Source: an optimization exercise on an open RTL-to-GDS flow (aim: small area). Production flows keep margins and buffers that such runs may drop. Only simulation tests tie the RTL to the original design; equivalence was not proved. No driver is modelled on the clock port, so clock power and skew are understated where the tree is cut down; a real chip needs a root buffer or a tree. Power and IR drop assume default switching activity.

raven:
==> flow/design.v <==
module Morse_IP
#(
    parameter DOT_TIME = 25_000,
    parameter WAIT_TIME = 50_000
) (
    input clk,
    input reset_n,
    input write,
    input read,
    input [1:0] address,
    input [31:0] writedata,
    output [7:0] readdata,        
    input [7:0] inital,
    input MODE,
    output reg [7:0] ascii_out,
    output reg dot_t,
    output reg wait_t
);
    reg [4:0] morse_code;
    reg [2:0] length;
    reg [1:0] signal;
    reg [6:0] rdata;              
    assign readdata = {1'b0, rdata};
    wire wr0 = write && address == 2'd0;
    wire clear = !signal[1] || (wr0 && !writedata[1]);
    always @(posedge clk or negedge reset_n) begin
        if (!reset_n) begin
            rdata <= 7'b0;
            signal[1] <= 1'b0;
        end else begin
            if (read) begin
                case (address)
                    2'd0: rdata <= {6'b0, MODE};
                    2'd1: rdata <= {2'b0, morse_code};
                    2'd2: rdata <= {4'b0, length};
                    default: rdata <= ascii_out[6:0];
                endcase
            end
            if (wr0)
                signal[1] <= writedata[1];
        end
    end
    always @(posedge clk)
        if (wr0)
            signal[0] <= writedata[0];
    reg [14:0] dot_cnt;
    wire dot_cnt_end = (dot_cnt & 15'd32631) == 15'd5232;
    wire [14:0] dot_cnt_next = {dot_cnt[13:0], ~(dot_cnt[14] ^ dot_cnt[6])} ^ ({15{dot_cnt_end}} & 15'd16);
    always @(posedge clk or negedge reset_n) begin
        if (!reset_n) begin
            dot_cnt <= 15'd10464;
            dot_t <= 1'b0;
        end else begin
            dot_cnt <= dot_cnt_next;
            dot_t <= dot_t ^ dot_cnt_end;
        end
    end
    reg [15:0] wait_cnt;
    wire wait_cnt_end = (wait_cnt & 16'd65533) == 16'd19353;
    wire [15:0] wait_cnt_next = {wait_cnt[14:0], ~(wait_cnt[15] ^ wait_cnt[8])} ^ ({16{wait_cnt_end}} & 16'd512);
    always @(posedge clk or negedge reset_n) begin
        if (!reset_n) begin
            wait_cnt <= 16'd38194;
            wait_t <= 1'b0;
        end else begin
            wait_cnt <= wait_cnt_next;
            wait_t <= wait_t ^ wait_cnt_end;
        end
    end
    localparam IDLE = 2'b00, DET_S = 2'b01, DET_L = 2'b11, RECORD = 2'b10;
    reg [1:0] state;
    reg [15:0] timer;
    localparam [15:0] T_DOT = 16'd48679, T_DONE = 16'd4641;
    wire t_dot  = (timer & 16'd65526) == (T_DOT & 16'd65526);
    wire t_done = (timer & 16'd65535) == (T_DONE & 16'd65535);
    wire detect = state[0];
    wire t_clr = clear || (MODE && state == IDLE);
    wire t_inc = !clear && MODE && !t_done && (state == RECORD || (detect && !signal[0]));
    always @(posedge clk) begin
        if (t_clr)
            timer <= 16'd0;
        else if (t_inc)
            timer <= {timer[14:0], ~(timer[15] ^ timer[2])};
    end
    always @(posedge clk or negedge reset_n) begin
        if (!reset_n) begin
            morse_code <= 5'b0;
            length <= 3'b0;
        end else if (clear) begin
            morse_code <= 5'b0;
            length <= 3'b0;
        end else if (!MODE) begin
            morse_code <= inital[4:0];
            length <= inital[7:5];
        end else begin
            case (state)
                IDLE:
                    if (!signal[0])
                        length <= length + 1'b1;
                DET_S:
                    if (signal[0])
                        morse_code <= {morse_code[3:0], 1'b0};   
                DET_L:
                    if (signal[0])
                        morse_code <= {morse_code[3:0], 1'b1};   
                default: ;
            endcase
        end
    end
    always @(posedge clk) begin
        if (clear)
            state <= IDLE;
        else if (MODE) begin
            case (state)
                IDLE:
                    if (!signal[0])
                        state <= DET_S;
                DET_S:
                    if (signal[0])
                        state <= RECORD;
                    else if (t_dot)
                        state <= DET_L;
                DET_L:
                    if (signal[0])
                        state <= RECORD;
                default:   
                    if (t_done)
                        state <= IDLE;
            endcase
        end
    end
	always @(*) begin
		case (length)
			3'd1: begin
				case (morse_code[0])
					1'b0: ascii_out = 8'h45;     
					1'b1: ascii_out = 8'h54;     
				endcase
			end
			3'd2: begin
				case (morse_code[1:0])
					2'b00: ascii_out = 8'h49;    
					2'b01: ascii_out = 8'h41;    
					2'b10: ascii_out = 8'h4E;    
					2'b11: ascii_out = 8'h4D;    
				endcase
			end
			3'd3: begin
				case (morse_code[2:0])
					3'b000: ascii_out = 8'h53;   
					3'b001: ascii_out = 8'h55;   
					3'b010: ascii_out = 8'h52;   
					3'b011: ascii_out = 8'h57;   
					3'b100: ascii_out = 8'h44;   
					3'b101: ascii_out = 8'h4B;   
					3'b110: ascii_out = 8'h47;   
					3'b111: ascii_out = 8'h4F;   
				endcase
			end
			3'd4: begin
				case (morse_code[3:0])
					4'b0000: ascii_out = 8'h48;   
					4'b0001: ascii_out = 8'h56;   
					4'b0010: ascii_out = 8'h46;   
				   4'b0011: ascii_out = 8'h32;   
					4'b0100: ascii_out = 8'h4C;   
					4'b0101: ascii_out = 8'h5E;   
					4'b0110: ascii_out = 8'h50;   
					4'b0111: ascii_out = 8'h4A;   
					4'b1000: ascii_out = 8'h42;   
					4'b1001: ascii_out = 8'h58;   
					4'b1010: ascii_out = 8'h43;   
					4'b1011: ascii_out = 8'h59;   
					4'b1100: ascii_out = 8'h5A;   
					4'b1101: ascii_out = 8'h51;   
					4'b1110: ascii_out = 8'h2B;   
					4'b1111: ascii_out = 8'h2D;   
				endcase
			end
			3'd5: begin
			case (morse_code[4:0])
					5'b00000: ascii_out = 8'h35;   
					5'b00001: ascii_out = 8'h34;   
					5'b00010: ascii_out = 8'h2A;   
					5'b00011: ascii_out = 8'h33;   
					5'b01010: ascii_out = 8'h2E;   
					5'b01011: ascii_out = 8'h22;   
					5'b01110: ascii_out = 8'h3F;   
					5'b01111: ascii_out = 8'h31;   
					5'b10000: ascii_out = 8'h36;   
					5'b10001: ascii_out = 8'h7E;   
					5'b11000: ascii_out = 8'h37;   
					5'b11001: ascii_out = 8'h27;   
					5'b11100: ascii_out = 8'h38;   
					5'b11101: ascii_out = 8'h2F;   
					5'b11110: ascii_out = 8'h39;   
					5'b11111: ascii_out = 8'h3A;   
					default: ascii_out = 8'h5F;    
				endcase
			end
			default: ascii_out = 8'h5F; 
		endcase
	end
endmodule
clock: 10.0 ns
lec_check: 0
cap_margin: 20
core_margin: 2
core_utilization: 60
slew_margin: 20
standard.sh (not shown) runs the stock make flow with config.mk's settings and CLKGATE_MAP_FILE= SYNTH_SCRIPT=/design/flow/synth_recipe.tcl, a recipe that flattens the netlist after the stock synthesis.
==> flow/flow/run.sh <==
#!/bin/bash
# The standard layout (standard.sh), with these changes:
#  - the port buffers are sky130_fd_sc_hd__buf_1 instead of the resizer's default;
#  - clock_tree_synthesis is replaced (through the PRE_CTS_TCL hook) by a small
#    two-level tree built in flow/manual_cts.tcl: a root buffer driven by the clock
#    port feeds one buffer per group of nearby flip-flops;
#  - synthesis leaves adders to abc (ADDER_MAP_FILE empty): Yosys's extract_fa
#    otherwise turns two-input AND/XOR pairs of the decode logic into half-adder cells.
set -euo pipefail
export BUFFER_PORTS_ARGS="-buffer_cell sky130_fd_sc_hd__buf_1"
export PRE_CTS_TCL="$PWD/flow/manual_cts.tcl"
export MANUAL_CTS_GROUPS=2
export MANUAL_CTS_MAX_SLEW=0.105
export MANUAL_CTS_LEAF=sky130_fd_sc_hd__clkbuf_16
export MANUAL_CTS_ROOT=sky130_fd_sc_hd__clkbuf_4
bash standard.sh ADDER_MAP_FILE= finish > standard.log 2>&1
==> flow/flow/manual_cts.tcl <==
# Replaces clock_tree_synthesis with a small two-level clock tree: the clock
# flip-flops are split into k groups by position (k-means), k starting at
# MANUAL_CTS_GROUPS and raised until the estimated clock-pin slew is at most
# MANUAL_CTS_MAX_SLEW ns;
# each group gets a MANUAL_CTS_LEAF buffer at its centre, and one
# MANUAL_CTS_ROOT buffer, driven by the clock port, drives the group buffers.
proc mcts_add_buf { block master name in_net out_net x y } {
  set buf [odb::dbInst_create $block $master $name]
  foreach mt [$master getMTerms] {
    if { [$mt getSigType] ne "SIGNAL" } { continue }
    if { [$mt getIoType] eq "INPUT" } { [$buf findITerm [$mt getName]] connect $in_net }
    if { [$mt getIoType] eq "OUTPUT" } { [$buf findITerm [$mt getName]] connect $out_net }
  }
  $buf setLocation [expr {int($x)}] [expr {int($y)}]
  $buf setPlacementStatus PLACED
  return $buf
}

proc mcts_build { k } {
  set db [ord::get_db]
  set block [ord::get_db_block]
  set leaf [$db findMaster $::env(MANUAL_CTS_LEAF)]
  set root [$db findMaster $::env(MANUAL_CTS_ROOT)]
  set clk_net [$block findNet clk]
  set sinks {}
  foreach it [$clk_net getITerms] {
    set bb [[$it getInst] getBBox]
    lappend sinks [list $it [expr {([$bb xMin] + [$bb xMax]) / 2.0}] [expr {([$bb yMin] + [$bb yMax]) / 2.0}]]
  }
  set n [llength $sinks]
  # k-means, seeded with sinks spread through the list sorted by x
  set sorted [lsort -real -index 1 $sinks]
  set cx {}; set cy {}
  for { set g 0 } { $g < $k } { incr g } {
    set s [lindex $sorted [expr {int(($g + 0.5) * $n / $k)}]]
    lappend cx [lindex $s 1]; lappend cy [lindex $s 2]
  }
  for { set iter 0 } { $iter < 50 } { incr iter } {
    set assign {}
    foreach s $sinks {
      set best 0; set bd 1e30
      for { set g 0 } { $g < $k } { incr g } {
        set d [expr {abs([lindex $s 1] - [lindex $cx $g]) + abs([lindex $s 2] - [lindex $cy $g])}]
        if { $d < $bd } { set bd $d; set best $g }
      }
      lappend assign $best
    }
    set nx {}; set ny {}
    for { set g 0 } { $g < $k } { incr g } {
      set sx 0; set sy 0; set c 0
      foreach s $sinks a $assign {
        if { $a == $g } { set sx [expr {$sx + [lindex $s 1]}]; set sy [expr {$sy + [lindex $s 2]}]; incr c }
      }
      if { $c > 0 } { lappend nx [expr {$sx / $c}]; lappend ny [expr {$sy / $c}] } else { lappend nx [lindex $cx $g]; lappend ny [lindex $cy $g] }
    }
    set cx $nx; set cy $ny
  }
  set root_net [odb::dbNet_create $block clknet_root]
  $root_net setSigType CLOCK
  set rx 0; set ry 0
  for { set g 0 } { $g < $k } { incr g } {
    set net [odb::dbNet_create $block clknet_leaf_$g]
    $net setSigType CLOCK
    set c 0
    foreach s $sinks a $assign {
      if { $a == $g } { set it [lindex $s 0]; $it disconnect; $it connect $net; incr c }
    }
    mcts_add_buf $block $leaf clkbuf_leaf_$g $root_net $net [lindex $cx $g] [lindex $cy $g]
    set rx [expr {$rx + [lindex $cx $g]}]; set ry [expr {$ry + [lindex $cy $g]}]
    puts "manual CTS: group $g has $c sinks"
  }
  mcts_add_buf $block $root clkbuf_root $clk_net $root_net [expr {$rx / $k}] [expr {$ry / $k}]
  return $k
}

proc mcts_undo { k } {
  set block [ord::get_db_block]
  set clk_net [$block findNet clk]
  for { set g 0 } { $g < $k } { incr g } {
    set net [$block findNet clknet_leaf_$g]
    foreach it [$net getITerms] {
      if { [[$it getInst] getName] eq "clkbuf_leaf_$g" } { continue }
      $it disconnect
      $it connect $clk_net
    }
    odb::dbInst_destroy [$block findInst clkbuf_leaf_$g]
    odb::dbNet_destroy $net
  }
  odb::dbInst_destroy [$block findInst clkbuf_root]
  odb::dbNet_destroy [$block findNet clknet_root]
}

proc mcts_worst_slew { } {
  estimate_parasitics -placement
  set worst 0
  foreach p [get_pins -hierarchical */CLK] {
    set s [get_property $p slew_max]
    if { $s > $worst } { set worst $s }
  }
  return $worst
}

proc clock_tree_synthesis { args } {
  set_propagated_clock [all_clocks]
  set k $::env(MANUAL_CTS_GROUPS)
  while { 1 } {
    mcts_build $k
    set w [mcts_worst_slew]
    puts "manual CTS: $k groups, worst clock-pin slew $w ns"
    if { $w <= $::env(MANUAL_CTS_MAX_SLEW) || $k >= 12 } { break }
    mcts_undo $k
    incr k
  }
}
diff inputs: raven => juniper
# raven
export LEC_CHECK = 0
export CAP_MARGIN = 20
export CORE_MARGIN = 2
export CORE_UTILIZATION = 60
export SLEW_MARGIN = 20
create_clock -name core_clock -period 10.0 [get_ports {clk}]
# juniper
export LEC_CHECK = 0
export CAP_MARGIN = 20
export CORE_MARGIN = 2
export CORE_UTILIZATION = 40
export SLEW_MARGIN = 20
create_clock -name core_clock -period 10.0 [get_ports {clk}]
--- a/flow/flow/run.sh
+++ b/flow/flow/run.sh
@@ -2 +2 @@
-# The standard layout (standard.sh), with these changes:
+# The standard layout (standard.sh), with two changes:
@@ -12,2 +12 @@
-export MANUAL_CTS_GROUPS=2
-export MANUAL_CTS_MAX_SLEW=0.105
+export MANUAL_CTS_GROUPS=3
--- a/flow/flow/manual_cts.tcl
+++ b/flow/flow/manual_cts.tcl
@@ -2,3 +2 @@
-# flip-flops are split into k groups by position (k-means), k starting at
-# MANUAL_CTS_GROUPS and raised until the estimated clock-pin slew is at most
-# MANUAL_CTS_MAX_SLEW ns;
+# flip-flops are split into MANUAL_CTS_GROUPS groups by position (k-means);
@@ -19 +17,2 @@
-proc mcts_build { k } {
+proc clock_tree_synthesis { args } {
+  set k $::env(MANUAL_CTS_GROUPS)
@@ -73 +72 @@
-  return $k
+  set_propagated_clock [all_clocks]
@@ -75,40 +73,0 @@
-
-proc mcts_undo { k } {
-  set block [ord::get_db_block]
-  set clk_net [$block findNet clk]
-  for { set g 0 } { $g < $k } { incr g } {
-    set net [$block findNet clknet_leaf_$g]
-    foreach it [$net getITerms] {
-      if { [[$it getInst] getName] eq "clkbuf_leaf_$g" } { continue }
-      $it disconnect
-      $it connect $clk_net
-    }
-    odb::dbInst_destroy [$block findInst clkbuf_leaf_$g]
-    odb::dbNet_destroy $net
-  }
-  odb::dbInst_destroy [$block findInst clkbuf_root]
-  odb::dbNet_destroy [$block findNet clknet_root]
-}
-
-proc mcts_worst_slew { } {
-  estimate_parasitics -placement
-  set worst 0
-  foreach p [get_pins -hierarchical */CLK] {
-    set s [get_property $p slew_max]
-    if { $s > $worst } { set worst $s }
-  }
-  return $worst
-}
-
-proc clock_tree_synthesis { args } {
-  set_propagated_clock [all_clocks]
-  set k $::env(MANUAL_CTS_GROUPS)
-  while { 1 } {
-    mcts_build $k
-    set w [mcts_worst_slew]
-    puts "manual CTS: $k groups, worst clock-pin slew $w ns"
-    if { $w <= $::env(MANUAL_CTS_MAX_SLEW) || $k >= 12 } { break }
-    mcts_undo $k
-    incr k
-  }
-}
--- outcome ---
Comparing juniper and raven, share of power burned in combinational logic is higher on raven. Of juniper and raven, it is juniper that has the higher cell count. In the route summary, juniper ends up with a via count exceeding that of raven. juniper: register-to-register setup slack is 20 ps lower than what raven reported. juniper against raven: CTS clock-pin slew for the worst setup and hold paths +20 ps; sequential share of layout area fell 0.57 points. The final area of juniper exceeds that of raven by 1.2%.
#### Input delta (ember over juniper)
--- a/flow/flow/run.sh
+++ b/flow/flow/run.sh
@@ -2 +2 @@
-# The standard layout (standard.sh), with two changes:
+# The standard layout (standard.sh), with these changes:
@@ -8 +8,4 @@
-#    otherwise turns two-input AND/XOR pairs of the decode logic into half-adder cells.
+#    otherwise turns two-input AND/XOR pairs of the decode logic into half-adder cells;
+#  - abc maps the logic with an area script (flow/area.abc, through flow/my_synth.tcl,
+#    which wraps synth_recipe.tcl) instead of ORFS's delay script; the registers and
+#    every other synthesis step are the standard flow's.
@@ -12 +15,2 @@
-export MANUAL_CTS_GROUPS=3
+export MANUAL_CTS_GROUPS=2
+export MANUAL_CTS_MAX_SLEW=0.105
@@ -15 +19,3 @@
-bash standard.sh ADDER_MAP_FILE= finish > standard.log 2>&1
+export FLOW_SYNTH_TCL="$PWD/synth_recipe.tcl"
+export MY_ABC_SCRIPT="$PWD/flow/area.abc"
+bash standard.sh ADDER_MAP_FILE= SYNTH_SCRIPT="$PWD/flow/my_synth.tcl" finish > standard.log 2>&1
==> flow/flow/area.abc (new file) <==
strash
&get -n
&deepsyn -T 60 -I 4
&put
dch -f
map -a
strash
dch -f
map -a
--- a/flow/flow/manual_cts.tcl
+++ b/flow/flow/manual_cts.tcl
@@ -2 +2,3 @@
-# flip-flops are split into MANUAL_CTS_GROUPS groups by position (k-means);
+# flip-flops are split into k groups by position (k-means), k starting at
+# MANUAL_CTS_GROUPS and raised until the estimated clock-pin slew is at most
+# MANUAL_CTS_MAX_SLEW ns;
@@ -17,2 +19 @@
-proc clock_tree_synthesis { args } {
-  set k $::env(MANUAL_CTS_GROUPS)
+proc mcts_build { k } {
@@ -71,0 +73,31 @@
+  return $k
+}
+
+proc mcts_undo { k } {
+  set block [ord::get_db_block]
+  set clk_net [$block findNet clk]
+  for { set g 0 } { $g < $k } { incr g } {
+    set net [$block findNet clknet_leaf_$g]
+    foreach it [$net getITerms] {
+      if { [[$it getInst] getName] eq "clkbuf_leaf_$g" } { continue }
+      $it disconnect
+      $it connect $clk_net
+    }
+    odb::dbInst_destroy [$block findInst clkbuf_leaf_$g]
+    odb::dbNet_destroy $net
+  }
+  odb::dbInst_destroy [$block findInst clkbuf_root]
+  odb::dbNet_destroy [$block findNet clknet_root]
+}
+
+proc mcts_worst_slew { } {
+  estimate_parasitics -placement
+  set worst 0
+  foreach p [get_pins -hierarchical */CLK] {
+    set s [get_property $p slew_max]
+    if { $s > $worst } { set worst $s }
+  }
+  return $worst
+}
+
+proc clock_tree_synthesis { args } {
@@ -72,0 +105,9 @@
+  set k $::env(MANUAL_CTS_GROUPS)
+  while { 1 } {
+    mcts_build $k
+    set w [mcts_worst_slew]
+    puts "manual CTS: $k groups, worst clock-pin slew $w ns"
+    if { $w <= $::env(MANUAL_CTS_MAX_SLEW) || $k >= 12 } { break }
+    mcts_undo $k
+    incr k
+  }
==> flow/flow/my_synth.tcl (new file) <==
# The standard flow's synthesis script (synth_recipe.tcl: ORFS synth.tcl without Yosys's fsm and share
# passes, then flatten and rename), with abc run on MY_ABC_SCRIPT instead of ORFS's script.
proc abc {args} {
  set i [lsearch -exact $args -script]
  if { $i >= 0 } { set args [lreplace $args [expr {$i + 1}] [expr {$i + 1}] $::env(MY_ABC_SCRIPT)] }
  yosys abc {*}$args
}
source $::env(FLOW_SYNTH_TCL)
==> comparison <==
- In ember relative to juniper, cell area after layout had gone down by a little under 10%.
- From juniper to ember the numbers moved as follows: portion of total power attributed to the clock network higher; wire length lower.
- Compared ember vs juniper, and combinational group share of total power is down in ember.
Input-level comparison between willow and ember:
--- a/flow/flow/run.sh
+++ b/flow/flow/run.sh
@@ -4,3 +3,0 @@
-#  - clock_tree_synthesis is replaced (through the PRE_CTS_TCL hook) by a small
-#    two-level tree built in flow/manual_cts.tcl: a root buffer driven by the clock
-#    port feeds one buffer per group of nearby flip-flops;
@@ -11,0 +9 @@
+# The make output is in standard.log; each ORFS step's log is under orfs/logs/.
@@ -15,4 +13,4 @@
-export MANUAL_CTS_GROUPS=2
-export MANUAL_CTS_MAX_SLEW=0.105
-export MANUAL_CTS_LEAF=sky130_fd_sc_hd__clkbuf_16
-export MANUAL_CTS_ROOT=sky130_fd_sc_hd__clkbuf_4
+B=sky130_fd_sc_hd__clkbuf
+export MANUAL_CTS_CONFIGS="${B}_16:2 ${B}_8:4 ${B}_4:7 ${B}_4:8 ${B}_16:3 ${B}_8:5 ${B}_16:4 ${B}_16:5 ${B}_16:6"
+export MANUAL_CTS_MAX_SLEW=0.12
+export MANUAL_CTS_ROOT=${B}_4
--- a/flow/flow/area.abc
+++ b/flow/flow/area.abc
@@ -6 +6 @@
-map -a
+amap
@@ -9 +9 @@
-map -a
+amap
--- a/flow/flow/manual_cts.tcl
+++ b/flow/flow/manual_cts.tcl
@@ -1,6 +0,0 @@
-# Replaces clock_tree_synthesis with a small two-level clock tree: the clock
-# flip-flops are split into k groups by position (k-means), k starting at
-# MANUAL_CTS_GROUPS and raised until the estimated clock-pin slew is at most
-# MANUAL_CTS_MAX_SLEW ns;
-# each group gets a MANUAL_CTS_LEAF buffer at its centre, and one
-# MANUAL_CTS_ROOT buffer, driven by the clock port, drives the group buffers.
@@ -19 +13 @@
-proc mcts_build { k } {
+proc mcts_build { k leaf_name } {
@@ -22 +16 @@
-  set leaf [$db findMaster $::env(MANUAL_CTS_LEAF)]
+  set leaf [$db findMaster $leaf_name]
@@ -58,2 +52,6 @@
-  set root_net [odb::dbNet_create $block clknet_root]
-  $root_net setSigType CLOCK
+  if { $k > 4 } {
+    set root_net [odb::dbNet_create $block clknet_root]
+    $root_net setSigType CLOCK
+  } else {
+    set root_net $clk_net
+  }
@@ -72 +70,3 @@
-  mcts_add_buf $block $root clkbuf_root $clk_net $root_net [expr {$rx / $k}] [expr {$ry / $k}]
+  if { $k > 4 } {
+    mcts_add_buf $block $root clkbuf_root $clk_net $root_net [expr {$rx / $k}] [expr {$ry / $k}]
+  }
@@ -89,2 +89,4 @@
-  odb::dbInst_destroy [$block findInst clkbuf_root]
-  odb::dbNet_destroy [$block findNet clknet_root]
+  if { $k > 4 } {
+    odb::dbInst_destroy [$block findInst clkbuf_root]
+    odb::dbNet_destroy [$block findNet clknet_root]
+  }
@@ -105,3 +107,6 @@
-  set k $::env(MANUAL_CTS_GROUPS)
-  while { 1 } {
-    mcts_build $k
+  set configs $::env(MANUAL_CTS_CONFIGS)
+  set last [expr {[llength $configs] - 1}]
+  set i 0
+  foreach cfg $configs {
+    lassign [split $cfg :] leaf k
+    mcts_build $k $leaf
@@ -109,2 +114,2 @@
-    puts "manual CTS: $k groups, worst clock-pin slew $w ns"
-    if { $w <= $::env(MANUAL_CTS_MAX_SLEW) || $k >= 12 } { break }
+    puts "manual CTS: $k x $leaf, worst clock-pin slew $w ns"
+    if { $w <= $::env(MANUAL_CTS_MAX_SLEW) || $i == $last } { break }
@@ -112 +117 @@
-    incr k
+    incr i
Worst setup path endpoint = ascii_out[1]: ember; worst setup path endpoint = ascii_out[0]: willow
ember → willow: via count decreased by 48 relative to the old numbers, post-synthesis cell count -5.3%, power after layout now smaller.
What zinc does differently from willow at the input level:
--- a/flow/flow/manual_cts.tcl
+++ b/flow/flow/manual_cts.tcl
@@ -10,0 +11,14 @@
+}
+
+proc mcts_bisect { sinks k } {
+  if { $k <= 1 } { return [list $sinks] }
+  set xs [lmap s $sinks { lindex $s 1 }]
+  set ys [lmap s $sinks { lindex $s 2 }]
+  set xs [lsort -real $xs]; set ys [lsort -real $ys]
+  set dx [expr {[lindex $xs end] - [lindex $xs 0]}]
+  set dy [expr {[lindex $ys end] - [lindex $ys 0]}]
+  set sorted [lsort -real -index [expr {$dx >= $dy ? 1 : 2}] $sinks]
+  set k1 [expr {$k / 2}]
+  set n1 [expr {int(round(double([llength $sinks]) * $k1 / $k))}]
+  return [concat [mcts_bisect [lrange $sorted 0 [expr {$n1 - 1}]] $k1] \
+                 [mcts_bisect [lrange $sorted $n1 end] [expr {$k - $k1}]]]
@@ -25,2 +39,4 @@
-  # k-means, seeded with sinks spread through the list sorted by x
-  set sorted [lsort -real -index 1 $sinks]
+  # Recursive bisection: split the sinks at the median of their wider
+  # dimension, in proportion to the groups each side gets, until k groups.
+  set groups [mcts_bisect $sinks $k]
+  set assign {}
@@ -28,3 +44,7 @@
-  for { set g 0 } { $g < $k } { incr g } {
-    set s [lindex $sorted [expr {int(($g + 0.5) * $n / $k)}]]
-    lappend cx [lindex $s 1]; lappend cy [lindex $s 2]
+  set idx 0
+  set gid [dict create]
+  foreach grp $groups {
+    set sx 0; set sy 0
+    foreach s $grp { set sx [expr {$sx + [lindex $s 1]}]; set sy [expr {$sy + [lindex $s 2]}]; dict set gid [lindex $s 0] $idx }
+    lappend cx [expr {$sx / [llength $grp]}]; lappend cy [expr {$sy / [llength $grp]}]
+    incr idx
@@ -32,20 +52 @@
-  for { set iter 0 } { $iter < 50 } { incr iter } {
-    set assign {}
-    foreach s $sinks {
-      set best 0; set bd 1e30
-      for { set g 0 } { $g < $k } { incr g } {
-        set d [expr {abs([lindex $s 1] - [lindex $cx $g]) + abs([lindex $s 2] - [lindex $cy $g])}]
-        if { $d < $bd } { set bd $d; set best $g }
-      }
-      lappend assign $best
-    }
-    set nx {}; set ny {}
-    for { set g 0 } { $g < $k } { incr g } {
-      set sx 0; set sy 0; set c 0
-      foreach s $sinks a $assign {
-        if { $a == $g } { set sx [expr {$sx + [lindex $s 1]}]; set sy [expr {$sy + [lindex $s 2]}]; incr c }
-      }
-      if { $c > 0 } { lappend nx [expr {$sx / $c}]; lappend ny [expr {$sy / $c}] } else { lappend nx [lindex $cx $g]; lappend ny [lindex $cy $g] }
-    }
-    set cx $nx; set cy $ny
-  }
+  foreach s $sinks { lappend assign [dict get $gid [lindex $s 0]] }
Notes after the runs:
Hold slack came out lower on zinc than on willow. [compare] base=willow new=zinc: final standard cell area without fillers lost 20 µm², sequential power share has increased. Run comparison: zinc end point of the critical path ascii_out[3]; willow end point of the critical path ascii_out[0]. zinc vs. willow: sequential cell area barely changed; power density over cell area fell by about 3%. On critical path depth, willow tracks zinc almost exactly. On growth of design area from synthesis to finish: zinc sits below willow. Between willow and zinc, the max-slew violation count does not differ in any meaningful way. Going from willow to zinc, routed wire length saw an increase, worst setup slack saw little to no change.
No run of this note takes its clock network from TritonCTS; it comes from the design's own scripts or RTL.

## static timing again, ports no longer ideal
How much do the figures lean on ideal ports? The routed layouts below were timed once more, with nothing changed but the port constraints. Step 1, drivers: a clkbuf_16 drives clk and a buf_2 each remaining input, both assumed. Step 2 times the ports against the registers' clock, not the clock port: input delays grow and output delays shrink by t, the midpoint of the rising clock arrivals with the driver on. Slacks: ideal ports / drivers / drivers and shift; pairs: ideal ports / drivers.
run	t (ns)	setup slack, ns	hold slack, ns	clock arrival spread, ns	worst data-port slew with drivers (ns)
raven	0.394	5.502 / 5.477 / 5.762	0.372 / 0.372 / 0.372	0.030 / 0.030	0.04
juniper	0.382	5.556 / 5.528 / 5.828	0.373 / 0.373 / 0.373	0.028 / 0.027	0.04
ember	0.427	5.277 / 5.249 / 5.433	0.366 / 0.366 / 0.366	0.019 / 0.020	0.05
willow	0.206	5.491 / 5.428 / 5.480	0.374 / 0.374 / 0.374	0.051 / 0.051	0.03
zinc	0.213	5.491 / 5.432 / 5.454	0.367 / 0.367 / 0.367	0.009 / 0.008	0.03
After both steps setup and hold are still met in every run listed. The setup slack of zinc, which loses most, moves by -0.059 ns with the drivers and by -0.037 ns with both steps.
